This design comes from an exercise in tuning for small area on the open sky130 flow, not from production work. Only simulation tests tie the RTL to the original design; equivalence was not proved.

## flow/design.v (module list and top-level ports; edited modules follow where they fit)
// module Posit_mult_N32_ES6_PIPE6: 75 lines
// module pack_ctl: 8 lines
// module inc31: 16 lines
// module posit_dec: 302 lines
// module lzc32: 9 lines
// module lzc16: 11 lines
// module lzc8: 8 lines
// module mul24: 986 lines
// module pack: 205 lines
// module fa_cell: 6 lines
// module ha_cell: 6 lines
// module sel_cell: 5 lines
// module xor_cell: 5 lines
// module xnor_cell: 5 lines
// module or_cell: 5 lines
// module muxi_cell: 5 lines
// module cpa48: 253 lines
module Posit_mult_N32_ES6_PIPE6(clk, in1, in2, start, out, inf, zero, done);
  // ...
==> flow/run.sh <==
#!/bin/bash
# synth_recipe.tcl (not shown) runs the flow's synth.tcl, then flattens the netlist and writes it again
# the make line also repeats each setting of config.mk as NAME=value (left out here)
make -C /OpenROAD-flow-scripts/flow DESIGN_CONFIG=/design/flow/config.mk WORK_HOME=/design/flow/orfs CLKGATE_MAP_FILE= SYNTH_SCRIPT=/design/flow/synth_recipe.tcl finish
==> flow/config.mk <==
export PLATFORM = sky130hd
export DESIGN_NAME = Posit_mult_N32_ES6_PIPE6
export DESIGN_NICKNAME = Posit_mult_N32_ES6_PIPE6
export VERILOG_FILES = /design/flow/design.v
export SDC_FILE = /design/flow/constraint.sdc
export NUM_CORES = 4
export LEC_CHECK = 0
export CAP_MARGIN = 0
export CORE_MARGIN = 2
export CORE_UTILIZATION = 40
export CTS_BUF_LIST = sky130_fd_sc_hd__clkbuf_8
export SLEW_MARGIN = 0
export SYNTH_HIERARCHICAL = 1
export SYNTH_MINIMUM_KEEP_SIZE = 0
==> flow/constraint.sdc <==
create_clock -name core_clock -period 9.0 [get_ports {clk}]
set_input_delay 1.8000 -clock core_clock [delete_from_list [all_inputs] [get_ports {clk}]]
set_output_delay 1.8000 -clock core_clock [all_outputs]
set_load 0.01 [all_outputs]
==> run_results.csv, run 1 <==
group,metric,value,unit
routing,routed-via-count,20400,
global_routing,grt-ovfl-total,0,
floorplan,core_area,64100,sq um
critical_path,crit_path_frequent_cell,"mux2i_1",
routing,post_drt_via_cell_ratio,5.76,
critical_path,worstPathBufferInverterCount,3,
outcome,outcome,"complete, no violations",
critical_path,path_max_fanout,23,
global_routing,antenna_found_initial,0,
critical_path,r2r_end,"v2n[33]",
final_layout,largest_class,"multi-input combinational cells",
floorplan,num_rows,93,
clock_network,cts_root_buf,"clkbuf_8",
critical_path,ff2ff_setup_slack,1.48,ns
floorplan,die_area,66400,sq um
synthesis,postSynthAreaPerCell,9.47,sq um
final_layout,final_common_cell,"mux2i_1",
routing,drt_first_pass_iters,8,
floorplan,initial_core_util,0.402,
timing,timing.final.ws_setup,0.572,ns
global_routing,grt_first_pass_wirelength,115000,um
routing,wl_per_cell,20.6,um
timing,hold_violations,0,
clock_network,clk_pin_slew,0.11,ns
final_layout,multi_input_cells,2230,
synthesis,syn-instance-count,2719,
placed_design,place_inst,3526,
clock_network,cts_buffers,9,
global_routing,gr-usage-met2,0.349,
critical_path,worstSetupStartpoint,"in1[14]",
critical_path,cp_data_arrival_time,8.79,ns
final_layout,multi_input_area_share,0.789,
final_layout,seq_area_frac,0.0802,
hold_path,hold_class,"reg -> reg",
final_layout,design_area,27000,sq um
timing,rsz0062_at_grt,"false",
==> run 2, diff against run 1 <==
--- a/flow/config.mk
+++ b/flow/config.mk
@@ -5,10 +5,10 @@
 export SDC_FILE = /design/flow/constraint.sdc
 export NUM_CORES = 4
 export LEC_CHECK = 0
-export CAP_MARGIN = 0
+export CAP_MARGIN = 20
 export CORE_MARGIN = 2
 export CORE_UTILIZATION = 40
 export CTS_BUF_LIST = sky130_fd_sc_hd__clkbuf_8
-export SLEW_MARGIN = 0
+export SLEW_MARGIN = 20
 export SYNTH_HIERARCHICAL = 1
 export SYNTH_MINIMUM_KEEP_SIZE = 0
==> run 2 against run 1 <==
Net effect:
- sequential cell count did not move
- critical path type unchanged
- still clean
- critical endpoint unchanged
- highest routed layer unchanged
- utilization did not move
- register-to-register slack barely moved
- hold slack did not move
==> run_results.csv, run 2 <==
group,metric,value,unit
timing,finalCritPeriodShare,0.936,
clock_network,clkSinkCount,108,
timing,max_slew_margin,0.231,
final_layout,mostFrequentLayoutCells,"mux2i_1 (431), xor2_1 (350), fa_1 (257)",
clock_network,cts_setup_buffers,0,
routing,post_drt_via_cell_ratio,5.76,
final_layout,antenna-diode-count,0,
critical_path,path_cells,"clkdlybuf4s50_1 -> or4_4 -> or3_1 -> o41a_1 -> xnor2_4 -> buf_4 -> xnor2_1 -> nor4_2 -> nand3_1 -> or2_2 -> mux2_2 -> mux2i_1 -> mux2i_1 -> mux2i_1 -> mux2i_1 -> inv_1 -> ha_1 -> fa_1 -> a21o_1 -> a221oi_2 -> o31ai_2 -> a2111oi_2 -> a211o_1",
final_layout,final_common_cell,"mux2i_1",
routing,drtIter0Drc,1661,
placed_design,io_buffers,100,
clock_network,clk_pin_slew,0.11,ns
floorplan,die_h,258,um
global_routing,antenna_found_initial,0,
critical_path,crit_slowest_cell,"mux2_2",
routing,routed_wl,73000,um
critical_path,worstPathRequired,9.36,ns
outcome,outcome,"complete, no violations",
final_layout,design_area,27000,sq um
critical_path,path_max_fanout,23,
floorplan,ios,101,
placed_design,place_ws,0.144,ns
floorplan,die_w,258,um
timing,fin_crit,8.43,ns
clock_network,htree_levels,3,
critical_path,critPathTopFamily,"simple AND/OR/NAND/NOR gates",
synthesis,yosysWarnings,7,
critical_path,crit_path_frequent_cell,"mux2i_1",
global_routing,track_usage,0.215,
critical_path,critPathKind,"in -> reg",
routing,routed-via-count,20400,
timing,setup_tns,0,ns
floorplan,initial_core_util,0.402,
critical_path,cp_data_arrival_time,8.79,ns
global_routing,grt_first_pass_wirelength,115000,um
global_routing,grt_pass1_vias,21000,
final_layout,fin_cells,3542,
synthesis,postSynthAreaPerCell,9.47,sq um
final_layout,largest_reg_flops,35,
floorplan,core_area,64100,sq um
placed_design,place_inst,3526,
routing,drcViolationCount,0,
timing,finalClockSkew,0.0274,ns
run,drv_cap,0,
clock_network,insertion_delay,0.41,ns
timing,fmax,119,MHz
clock_network,cts_root_buf,"clkbuf_8",
hold_path,hold_class,"reg -> reg",
floorplan,num_rows,93,
final_layout,num-nets-final,3146,
placed_design,postPlaceCellArea,26800,sq um
timing,worst_slew_pin_slew,1.15,ns
timing,slew_violations,0,
critical_path,critPathMaxStageDelay,0.69,ns
global_routing,grt_max_degree,42,
timing,hold_violations,0,
floorplan,die_area,66400,sq um
routing,wl_per_cell,20.6,um
placed_design,dp_hpwl,57800,um
routing,ant_nets,0,
timing,timing.final.ws_setup,0.572,ns
final_layout,drive_gt1_frac,0.0882,
clock_network,ctsLongestPathBuffers,2,
final_layout,final_util,0.422,
timing,finalSetupViolations,0,
placed_design,place_congestion,0.959,
clock_network,cts_resized,0,
final_layout,largest_registers,"v2n (35), fa1n (23), fb1n (23)",
final_layout,largest-register,"v2n",
synthesis,syn_area,25800,sq um
global_routing,grt-ovfl-total,0,
timing,rsz0062_at_grt,"false",
clock_network,cts_tree,"built",
critical_path,worstPathBufferInverterCount,3,
critical_path,startpoint_type,"input port",
clock_network,cts_buffers,9,
final_layout,area_growth,4.99,%
synthesis,syn-instance-count,2719,
routing,drt_first_pass_iters,8,
clock_network,ctsHoldBuffers,0,
critical_path,endpoint_kind,"register",
-- run 2: metrics by stage --
step	hold slack (ns)
6_report	0.339
5_1_grt	0.345
4_1_cts	0.345
3_5_place_dp	0.315
3_3_place_gp	0.311
2_1_floorplan	0.310
-- run 2: area by class of cell --
cell class	count	area [sq um]
Fill cell	6197	37100
Sequential cell	108	2170
Multi-Input combinational cell	2230	21300
Tap cell	855	1070
Clock inverter	6	61.3
Inverter	135	507
Clock buffer	10	138
Timing Repair Buffer	198	1770
-- run 2: path summary, 6_finish.rpt --
path	to	slack [ns]	cells past startpoint	from
setup / recovery	e1[12]	0.57	23	in1[14]
hold / removal	n2	0.34	0	n1
setup reg to reg	v2n[33]	1.48	21	fb1n[9]
hold reg to reg	n2	0.34	0	n1
-- run 2: worst register-to-register path, stage by stage (launching register included) --
cell	delay [ns]
dfxtp_1	0.52
inv_1	0.11
ha_1	0.24
a21oi_1	0.63
buf_4	0.35
o22ai_1	0.11
xor2_1	0.18
fa_1	0.47
fa_1	0.43
fa_1	0.54
fa_1	0.42
ha_1	0.37
a21oi_1	0.21
o21ai_0	0.17
a221oi_2	0.71
a2111oi_2	0.18
nor3_2	0.54
o31ai_4	0.18
a31o_1	0.31
xor2_4	0.20
buf_12	0.28
mux2i_1	0.28
-- run 2: metal layers --
| metal | global-route usage | share of wire |
|---|---|---|
| met1 | 0.285 | 0.44 |
| met2 | 0.349 | 0.45 |
| met3 | 0.0305 | 0.068 |
| met4 | 0.0922 | 0.045 |
| met5 | 0 | 0 |
==> run 3, diff against run 2 <==
==> flow/flow/run.sh (new file) <==
#!/bin/bash
set -euo pipefail
export BUFFER_PORTS_ARGS="-buffer_cell sky130_fd_sc_hd__buf_1"
export REMOVE_ABC_BUFFERS=1
bash standard.sh > standard.log 2>&1
==> flow/standard.sh (new file) <==
#!/bin/bash
# synth_recipe.tcl (not shown) runs the flow's synth.tcl, then flattens the netlist and writes it again
# the make line also repeats each setting of config.mk as NAME=value (left out here)
make -C /OpenROAD-flow-scripts/flow DESIGN_CONFIG=/design/flow/config.mk WORK_HOME=/design/flow/orfs CLKGATE_MAP_FILE= SYNTH_SCRIPT=/design/flow/synth_recipe.tcl "${@:-finish}"
--- a/flow/config.mk
+++ b/flow/config.mk
@@ -9,6 +9,7 @@
 export CORE_MARGIN = 2
 export CORE_UTILIZATION = 40
 export CTS_BUF_LIST = sky130_fd_sc_hd__clkbuf_8
+export GPL_TIMING_DRIVEN = 0
 export SLEW_MARGIN = 20
 export SYNTH_HIERARCHICAL = 1
 export SYNTH_MINIMUM_KEEP_SIZE = 0
removed: flow/run.sh
==> run 3 against run 2 <==
Net effect:
- clock skew down 0.0019 ns
- final cell count decreased by 2.1%
- utilization down 1.2 points
- setup slack got worse by 0.10 ns
- count of clock-buffer cells in the layout increased by 1
- critical endpoint unchanged
==> run_results.csv, run 3 <==
group,metric,value,unit
global_routing,grt_max_degree,35,
synthesis,syn_area,25800,sq um
global_routing,track_usage,0.214,
timing,fin_crit,8.53,ns
floorplan,core_area,64100,sq um
floorplan,initial_core_util,0.402,
run,drv_cap,0,
final_layout,num-nets-final,3070,
critical_path,crit_path_frequent_cell,"mux2i_1",
placed_design,place_congestion,0.867,
timing,finalCritPeriodShare,0.948,
clock_network,insertion_delay,0.41,ns
timing,rsz0062_at_grt,"false",
routing,drt_first_pass_iters,5,
final_layout,final_common_cell,"mux2i_1",
final_layout,drive_gt1_frac,0.0781,
critical_path,startpoint_type,"input port",
placed_design,dp_hpwl,54100,um
final_layout,largest-register,"v2n",
hold_path,hold_class,"reg -> reg",
clock_network,ctsLongestPathBuffers,2,
floorplan,num_rows,93,
timing,worst_slew_pin_slew,1.22,ns
floorplan,die_area,66400,sq um
critical_path,ff2ff_setup_slack,0.52,ns
critical_path,critPathMaxStageDelay,0.79,ns
clock_network,cts_tree,"built",
timing,max_slew_margin,0.187,
clock_network,htree_levels,3,
clock_network,cts_root_buf,"clkbuf_8",
synthesis,yosysWarnings,7,
critical_path,path_max_fanout,27,
critical_path,endpoint_kind,"register",
synthesis,syn-instance-count,2719,
critical_path,path_cells,"buf_1 -> or4_4 -> or3_1 -> o41a_1 -> xnor2_4 -> xor3_1 -> nor4_2 -> nand3_1 -> or2_2 -> mux2_2 -> mux2i_1 -> mux2i_1 -> mux2i_1 -> inv_1 -> ha_1 -> fa_1 -> a21o_1 -> a221oi_2 -> o31ai_2 -> a2111oi_2 -> a211o_1",
clock_network,cts_buffers,9,
final_layout,multi_input_area,21400,sq um
critical_path,worstPathRequired,9.35,ns
floorplan,die_h,258,um
routing,ant_nets,0,
routing,wl_per_cell,21.1,um
critical_path,critPathKind,"in -> reg",
global_routing,grt_pass1_vias,21100,
critical_path,rr_worst_depth,24,
final_layout,final.fill_count,6270,
critical_path,worstReg2RegStart,"fb1n[1]",
final_layout,mostFrequentLayoutCells,"mux2i_1 (431), xor2_1 (350), fa_1 (257)",
timing,hold_violations,0,
routing,drcViolationCount,0,
placed_design,io_buffers,100,
timing,holdWs,0.337,ns
global_routing,grt_first_pass_wirelength,115000,um
floorplan,die_w,258,um
final_layout,seqCellArea,2190,sq um
timing,slew_violations,0,
timing,fmax,117,MHz
critical_path,critPathCapture,"e1[12]",
critical_path,crit_slowest_cell,"mux2_2",
critical_path,cp_data_arrival_time,8.88,ns
routing,routed-via-count,20500,
outcome,outcome,"complete, no violations",
final_layout,fin_cells,3467,
final_layout,area_growth,2.09,%
placed_design,place_inst,3448,
routing,post_drt_via_cell_ratio,5.91,
global_routing,antenna_found_initial,1,
global_routing,grt-ovfl-total,0,
critical_path,worstSetupStartpoint,"in1[14]",
floorplan,ios,101,
clock_network,clk_pin_slew,0.10,ns
routing,routed_wl,73200,um
timing,finalSetupViolations,0,
timing,finalClockSkew,0.0255,ns
final_layout,largest_registers,"v2n (35), fa1n (23), fb1n (23)",
clock_network,clkSinkCount,108,
routing,drtIter0Drc,1865,
synthesis,postSynthAreaPerCell,9.47,sq um
final_layout,largest_reg_flops,35,
critical_path,r2r_end,"v2n[4]",
[run 3: metal layers]
metal	wire [um]	global-route usage	up-vias
met2	34200	0.355	986
li1	-	-	9302
met1	30600	0.277	9998
met5	0	0	-
met3	5900	0.0378	191
met4	2470	0.0801	0
[run 3: worst min-delay path by stage]
stage | from | endpoint | depth (start not counted)
floorplan | d1 | d2 | 0
global placement | d1 | d2 | 0
detailed placement | z1 | z2 | 0
CTS | z1 | z2 | 0
global route | z1 | z2 | 0
finish | z1 | z2 | 0
[run 3: metrics by stage]
step / area [sq um] / setup TNS (ns) / setup slack [ns] / util
after CTS: 26300 / 0 / 0.00342 / 0.409
final: 26300 / 0 / 0.468 / 0.410
after global routing: 26300 / 0 / 0.0313 / 0.410
after floorplan: 24000 / -49.79 / -1.34 / -
after global placement: 25400 / -187.31 / -4.50 / 0.396
after detailed placement: 26000 / -1.51 / -0.442 / 0.406
[run 3: repair_timing]
action	4_1_cts	5_1_grt
hold endpoints to repair	0	0
hold buffers	0	0
endpoints found under the setup margin	0	8
resized for setup	0	6
buffers inserted	0	2
[run 3: area by class of cell]
class / instances / area share
Tap cell: 855 / 0.0407
Multi-Input combinational cell: 2230 / 0.815
Sequential cell: 108 / 0.0833
Clock buffer: 11 / 0.00576
Inverter: 135 / 0.0196
Timing Repair Buffer: 122 / 0.0320
Clock inverter: 5 / 0.00338
Antenna cell: 1 / 0.0000952
[run 3: worst max-delay path: cells and delay by family]
kind                       cells  cell delay [ns]
adders and majority gates      2             0.62
AOI/OAI and AO/OA              6             1.73
muxes                          4             1.47
buffers and inverters          2             0.17
xor gates and xnor gates       2             0.97
and+or+nand+nor                5             2.10
==> run 4, diff against run 3 <==
--- a/flow/config.mk
+++ b/flow/config.mk
@@ -8,7 +8,6 @@
 export CAP_MARGIN = 20
 export CORE_MARGIN = 2
 export CORE_UTILIZATION = 40
-export CTS_BUF_LIST = sky130_fd_sc_hd__clkbuf_8
 export GPL_TIMING_DRIVEN = 0
 export SLEW_MARGIN = 20
 export SYNTH_HIERARCHICAL = 1
==> run 4 against run 3 <==
Net effect:
- still clean on timing, DRC and antenna
- synthesized cell count stayed put
- register-to-register slack worse by 0.02 ns
- synthesized area stayed put
- global-route usage is 0.053 points higher
- hold slack worse by 0.0083 ns
==> run_results.csv, run 4 <==
group,metric,value,unit
outcome,outcome,"complete, no violations",
floorplan,initial_core_util,0.402,
routing,drcViolationCount,0,
final_layout,multi_input_area,21400,sq um
final_layout,antenna-diode-count,0,
routing,drt_first_pass_iters,5,
routing,routed-via-count,20500,
clock_network,ctsLongestPathBuffers,2,
final_layout,mostFrequentLayoutCells,"mux2i_1 (431), xor2_1 (350), fa_1 (257)",
routing,routed_wl,73400,um
final_layout,design_area,26400,sq um
placed_design,place_congestion,0.867,
final_layout,final.fill_count,6248,
clock_network,insertion_delay,0.37,ns
timing,finalCritPeriodShare,0.944,
hold_path,hold_class,"reg -> reg",
floorplan,die_w,258,um
clock_network,clkSinkCount,108,
critical_path,critPathTopFamily,"adder cells",
critical_path,endpoint_kind,"register",
global_routing,grt_pass1_vias,21100,
placed_design,postPlaceCellArea,26000,sq um
synthesis,syn_area,25800,sq um
global_routing,grt_max_degree,35,
global_routing,antenna_found_initial,0,
timing,worst_slew_pin_slew,1.21,ns
synthesis,postSynthAreaPerCell,9.47,sq um
critical_path,cp_data_arrival_time,8.78,ns
clock_network,cts_buffers,9,
floorplan,core_area,64100,sq um
routing,post_drt_via_cell_ratio,5.91,
final_layout,final_common_cell,"mux2i_1",
floorplan,num_rows,93,
global_routing,grt_first_pass_wirelength,115000,um
critical_path,path_max_fanout,26,
critical_path,critPathMaxStageDelay,0.69,ns
critical_path,crit_slowest_cell,"dfxtp_1",
timing,rsz0062_at_grt,"false",
placed_design,io_buffers,100,
timing,fmax,118,MHz
critical_path,worstPathRequired,9.28,ns
critical_path,path_cells,"inv_2 -> ha_1 -> nand2_1 -> a21boi_2 -> buf_6 -> o22ai_1 -> xor2_1 -> fa_1 -> fa_1 -> fa_1 -> fa_1 -> fa_1 -> ha_1 -> a21oi_2 -> o21ai_1 -> a221oi_2 -> nor4_1 -> nor3_2 -> o31ai_4 -> a31o_1 -> xor2_4 -> buf_16 -> buf_16 -> mux2i_1",
global_routing,track_usage,0.214,
final_layout,largest-register,"v2n",
critical_path,startpoint_type,"register",
synthesis,syn-instance-count,2719,
clock_network,cts_tree,"built",
timing,slew_violations,0,
timing,max_slew_margin,0.194,
placed_design,dp_hpwl,54100,um
timing,fin_crit,8.50,ns
final_layout,num-nets-final,3071,
synthesis,yosysWarnings,7,
critical_path,worstPathBufferInverterCount,4,
final_layout,drive_gt1_frac,0.0785,
timing,timing.final.ws_setup,0.503,ns
clock_network,ctsHoldBuffers,0,
final_layout,area_growth,2.51,%
clock_network,clk_pin_slew,0.07,ns
global_routing,grt-ovfl-total,0,
floorplan,ios,101,
routing,drtIter0Drc,1902,
critical_path,crit_path_frequent_cell,"fa_1",
placed_design,place_ws,-0.442,ns
timing,hold_violations,0,
floorplan,die_h,258,um
floorplan,die_area,66400,sq um
timing,finalSetupViolations,0,
run,drv_cap,0,
timing,finalClockSkew,0.0142,ns
clock_network,cts_root_buf,"clkbuf_16",
routing,wl_per_cell,21.2,um
final_layout,final_util,0.412,
final_layout,seqCellArea,2190,sq um
final_layout,largest_registers,"v2n (35), fa1n (23), fb1n (23)",
final_layout,largest_reg_flops,35,
clock_network,htree_levels,3,
routing,ant_nets,0,
critical_path,critPathKind,"reg -> reg",
[run 4: cell type report]
cell class                      count  area share
Timing Repair Buffer              122      0.0318
Clock buffer                       11     0.00957
Multi-Input combinational cell   2230       0.812
Timing Repair inverter              1    0.000190
Clock inverter                      5     0.00336
Sequential cell                   108      0.0829
Tap cell                          855      0.0405
Inverter                          135      0.0195
[run 4: per-stage QoR]
step / TNS [ns] / std cells / hold WS (ns)
2_1_floorplan: -49.79 / 2473 / 0.310
3_3_place_gp: -187.31 / 3428 / 0.311
3_5_place_dp: -1.51 / 3448 / 0.315
4_1_cts: 0 / 3464 / 0.332
5_1_grt: 0 / 3467 / 0.340
6_report: 0 / 3467 / 0.329
[run 4: final timing paths]
check / from / to / slack [ns] / depth (start not counted)
max reg2reg: fb1n[1] / v2n[11] / 0.50 / 24
min reg2reg: z1 / z2 / 0.33 / 0
min: z1 / z2 / 0.33 / 0
max: fb1n[1] / v2n[11] / 0.50 / 24
[run 4: repair_timing]
item | 4_1_cts | 5_1_grt
cloned | 0 | 1
pin swaps | 0 | 1
setup buffers | 0 | 2
gates resized for setup | 1 | 6
setup endpoints to repair | 1 | 8
[run 4: per-layer routing]
layer | wire, um | share of wire | up-vias | GRT usage
met3 | 5550 | 0.076 | 200 | 0.0375
li1 | - | - | 9321 | -
met4 | 2500 | 0.034 | 0 | 0.0849
met5 | 0 | 0 | - | 0
met2 | 34400 | 0.47 | 945 | 0.357
met1 | 30900 | 0.42 | 10000 | 0.276
==> run 5, diff against run 4 <==
==> flow/flow/run.sh (replaced) <==
#!/bin/bash
# The standard layout (the standard.sh: ORFS synthesis through finish),
# with the port buffers that global placement inserts made from the smallest
# buffer cell instead of the resizer's default choice.
set -euo pipefail
export BUFFER_PORTS_ARGS="-buffer_cell sky130_fd_sc_hd__buf_1"
bash standard.sh > standard.log 2>&1
--- a/flow/config.mk
+++ b/flow/config.mk
@@ -8,7 +8,7 @@
 export CAP_MARGIN = 20
 export CORE_MARGIN = 2
 export CORE_UTILIZATION = 40
-export GPL_TIMING_DRIVEN = 0
+export CTS_BUF_LIST = sky130_fd_sc_hd__clkbuf_8
 export SLEW_MARGIN = 20
 export SYNTH_HIERARCHICAL = 1
 export SYNTH_MINIMUM_KEEP_SIZE = 0
==> run 5 against run 4 <==
Net effect:
- clock skew is 0.015 ns higher
- critical path depth rose by 1
- utilization about the same
- count of clock-buffer cells in the layout shrank 1
- largest cell class unchanged
- setup slack gained 0.38 ns
- first-iteration DRC count is 4.7% lower
==> run_results.csv, run 5 <==
group,metric,value,unit
timing,finalCritPeriodShare,0.902,
critical_path,worstPathRequired,9.36,ns
critical_path,critPathMaxStageDelay,0.57,ns
clock_network,ctsHoldBuffers,0,
global_routing,grt_pass1_vias,20800,
global_routing,grt_first_pass_wirelength,115000,um
routing,routed_wl,72800,um
clock_network,ctsLongestPathBuffers,2,
clock_network,htree_levels,3,
clock_network,clkSinkCount,108,
critical_path,worstSetupStartpoint,"in1[14]",
timing,rsz0062_at_grt,"false",
critical_path,critPathTopFamily,"simple AND/OR/NAND/NOR gates",
floorplan,die_h,258,um
synthesis,syn-instance-count,2719,
floorplan,ios,101,
critical_path,worstReg2RegStart,"fb1n[1]",
placed_design,dp_hpwl,57800,um
critical_path,crit_path_frequent_cell,"mux2i_1",
global_routing,grt-ovfl-total,0,
timing,fin_crit,8.12,ns
timing,setup_tns,0,ns
critical_path,ff2ff_setup_slack,1.49,ns
floorplan,die_w,258,um
clock_network,cts_tree,"built",
timing,finalSetupViolations,0,
routing,ant_nets,0,
synthesis,yosysWarnings,7,
final_layout,antenna-diode-count,0,
routing,wl_per_cell,20.6,um
global_routing,grt_max_degree,42,
critical_path,rr_worst_depth,25,
clock_network,clk_pin_slew,0.13,ns
floorplan,num_rows,93,
final_layout,mostFrequentLayoutCells,"mux2i_1 (431), xor2_1 (350), fa_1 (257)",
synthesis,syn_area,25800,sq um
final_layout,area_growth,2.41,%
timing,slew_violations,0,
critical_path,cp_num_cells,25,
critical_path,critPathCapture,"e1[12]",
placed_design,place_congestion,0.945,
final_layout,final_common_cell,"mux2i_1",
timing,hold_violations,0,
floorplan,initial_core_util,0.402,
critical_path,worstPathBufferInverterCount,5,
global_routing,antenna_found_initial,0,
final_layout,drive_gt1_frac,0.0862,
critical_path,r2r_end,"sh2n[4]",
routing,drcViolationCount,0,
routing,drt_first_pass_iters,6,
critical_path,critPathKind,"in -> reg",
floorplan,die_area,66400,sq um
outcome,outcome,"complete, no violations",
final_layout,largest_reg_flops,35,
final_layout,seqCellArea,2170,sq um
critical_path,startpoint_type,"input port",
clock_network,insertion_delay,0.41,ns
clock_network,cts_resized,0,
final_layout,largest_registers,"v2n (35), fa1n (23), fb1n (23)",
final_layout,final.fill_count,6281,
clock_network,cts_setup_buffers,0,
final_layout,largest-register,"v2n",
timing,worst_slew_pin_slew,1.17,ns
routing,post_drt_via_cell_ratio,5.74,
global_routing,track_usage,0.215,
clock_network,cts_root_buf,"clkbuf_8",
run,drv_cap,0,
timing,finalClockSkew,0.0294,ns
routing,drtIter0Drc,1813,
floorplan,core_area,64100,sq um
critical_path,crit_slowest_cell,"or4_4",
clock_network,cts_buffers,9,
routing,routed-via-count,20300,
timing,fmax,123,MHz
placed_design,io_buffers,100,
critical_path,path_max_fanout,16,
critical_path,endpoint_kind,"register",
hold_path,hold_class,"reg -> reg",
synthesis,postSynthAreaPerCell,9.47,sq um
timing,max_slew_margin,0.222,
critical_path,cp_data_arrival_time,8.48,ns
final_layout,multi_input_area,21300,sq um
final_layout,num-nets-final,3139,
==> run 5: worst min-delay path by stage <==
stage / start / endpoint / slack, ns / cells past startpoint
2_1_floorplan: d1 / d2 / 0.31 / 0
3_3_place_gp: d1 / d2 / 0.31 / 0
3_5_place_dp: n1 / n2 / 0.31 / 0
4_1_cts: n1 / n2 / 0.34 / 0
5_1_grt: n1 / n2 / 0.34 / 0
6_report: n1 / n2 / 0.34 / 0
==> run 5: metrics by stage <==
stage	hold slack [ns]	std cells	utilization	worst slack [ns]	area, sq um
after detailed placement	0.313	3519	0.408	0.475	26200
final	0.336	3535	0.411	0.879	26400
after global routing	0.344	3535	0.411	0.410	26400
after floorplan	0.310	2719	-	0.229	25800
after global placement	0.310	3519	0.408	0.578	26200
after CTS	0.336	3535	0.411	0.912	26400
==> run 5: final cells by class <==
| class | instances | area share |
|---|---|---|
| Multi-Input combinational cell | 2230 | 0.808 |
| Timing Repair Buffer | 191 | 0.0411 |
| Sequential cell | 108 | 0.0822 |
| Clock buffer | 10 | 0.00522 |
| Clock inverter | 6 | 0.00337 |
| Inverter | 135 | 0.0192 |
| Tap cell | 855 | 0.0405 |
==> run 5: routing by layer <==
layer	vias to the layer above	track usage	part of all wire
met5	-	0	0
met4	0	0.0795	0.036
met3	144	0.0294	0.064
met2	794	0.353	0.46
met1	9921	0.286	0.44
li1	9443	-	-
==> run 5: worst register-to-register path, delay by kind of cell (launching register included) <==
family / cells / cell delay, ns
AOI/OAI and AO/OA: 7 / 1.69
adders and majority gates: 7 / 2.96
DFF: 1 / 0.32
and+or+nand+nor: 3 / 0.71
buffers and inverters: 5 / 1.06
muxes: 1 / 0.30
xor gates and xnor gates: 2 / 0.39

[re-timing with driven ports]
No port has a modelled driver above. Below, the same layouts with a new extraction and two added sets of constraints.
Step 1: set_driving_cell puts a clkbuf_16 on clk and a buf_2 on each other input, an assumption about the parent block.
Step 2 times the ports against the registers' clock, not the clock port: input delays grow and output delays shrink by t, the midpoint of the rising clock arrivals with the driver on.
Slacks: ideal ports / drivers / drivers and shift; pairs: ideal ports / drivers.
| run | shift t [ns] | setup WS [ns] | slew at the worst register clock pin (ns) | worst data-port slew with drivers (ns) |
|---|---|---|---|---|
| run 1 | 0.442 | 0.572 / 0.595 / 0.153 | 0.11 / 0.11 | 0.04 |
| run 2 | 0.442 | 0.572 / 0.595 / 0.153 | 0.11 / 0.11 | 0.04 |
| run 3 | 0.452 | 0.468 / 0.487 / 0.035 | 0.12 / 0.12 | 0.04 |
| run 4 | 0.418 | 0.503 / 0.503 / 0.188 | 0.08 / 0.08 | 0.04 |
| run 5 | 0.438 | 0.879 / 0.902 / 0.465 | 0.13 / 0.13 | 0.04 |
After both steps setup and hold are still met in every run listed. The setup slack of run 3, which loses most, moves by +0.019 ns with the drivers and by -0.433 ns with both steps.
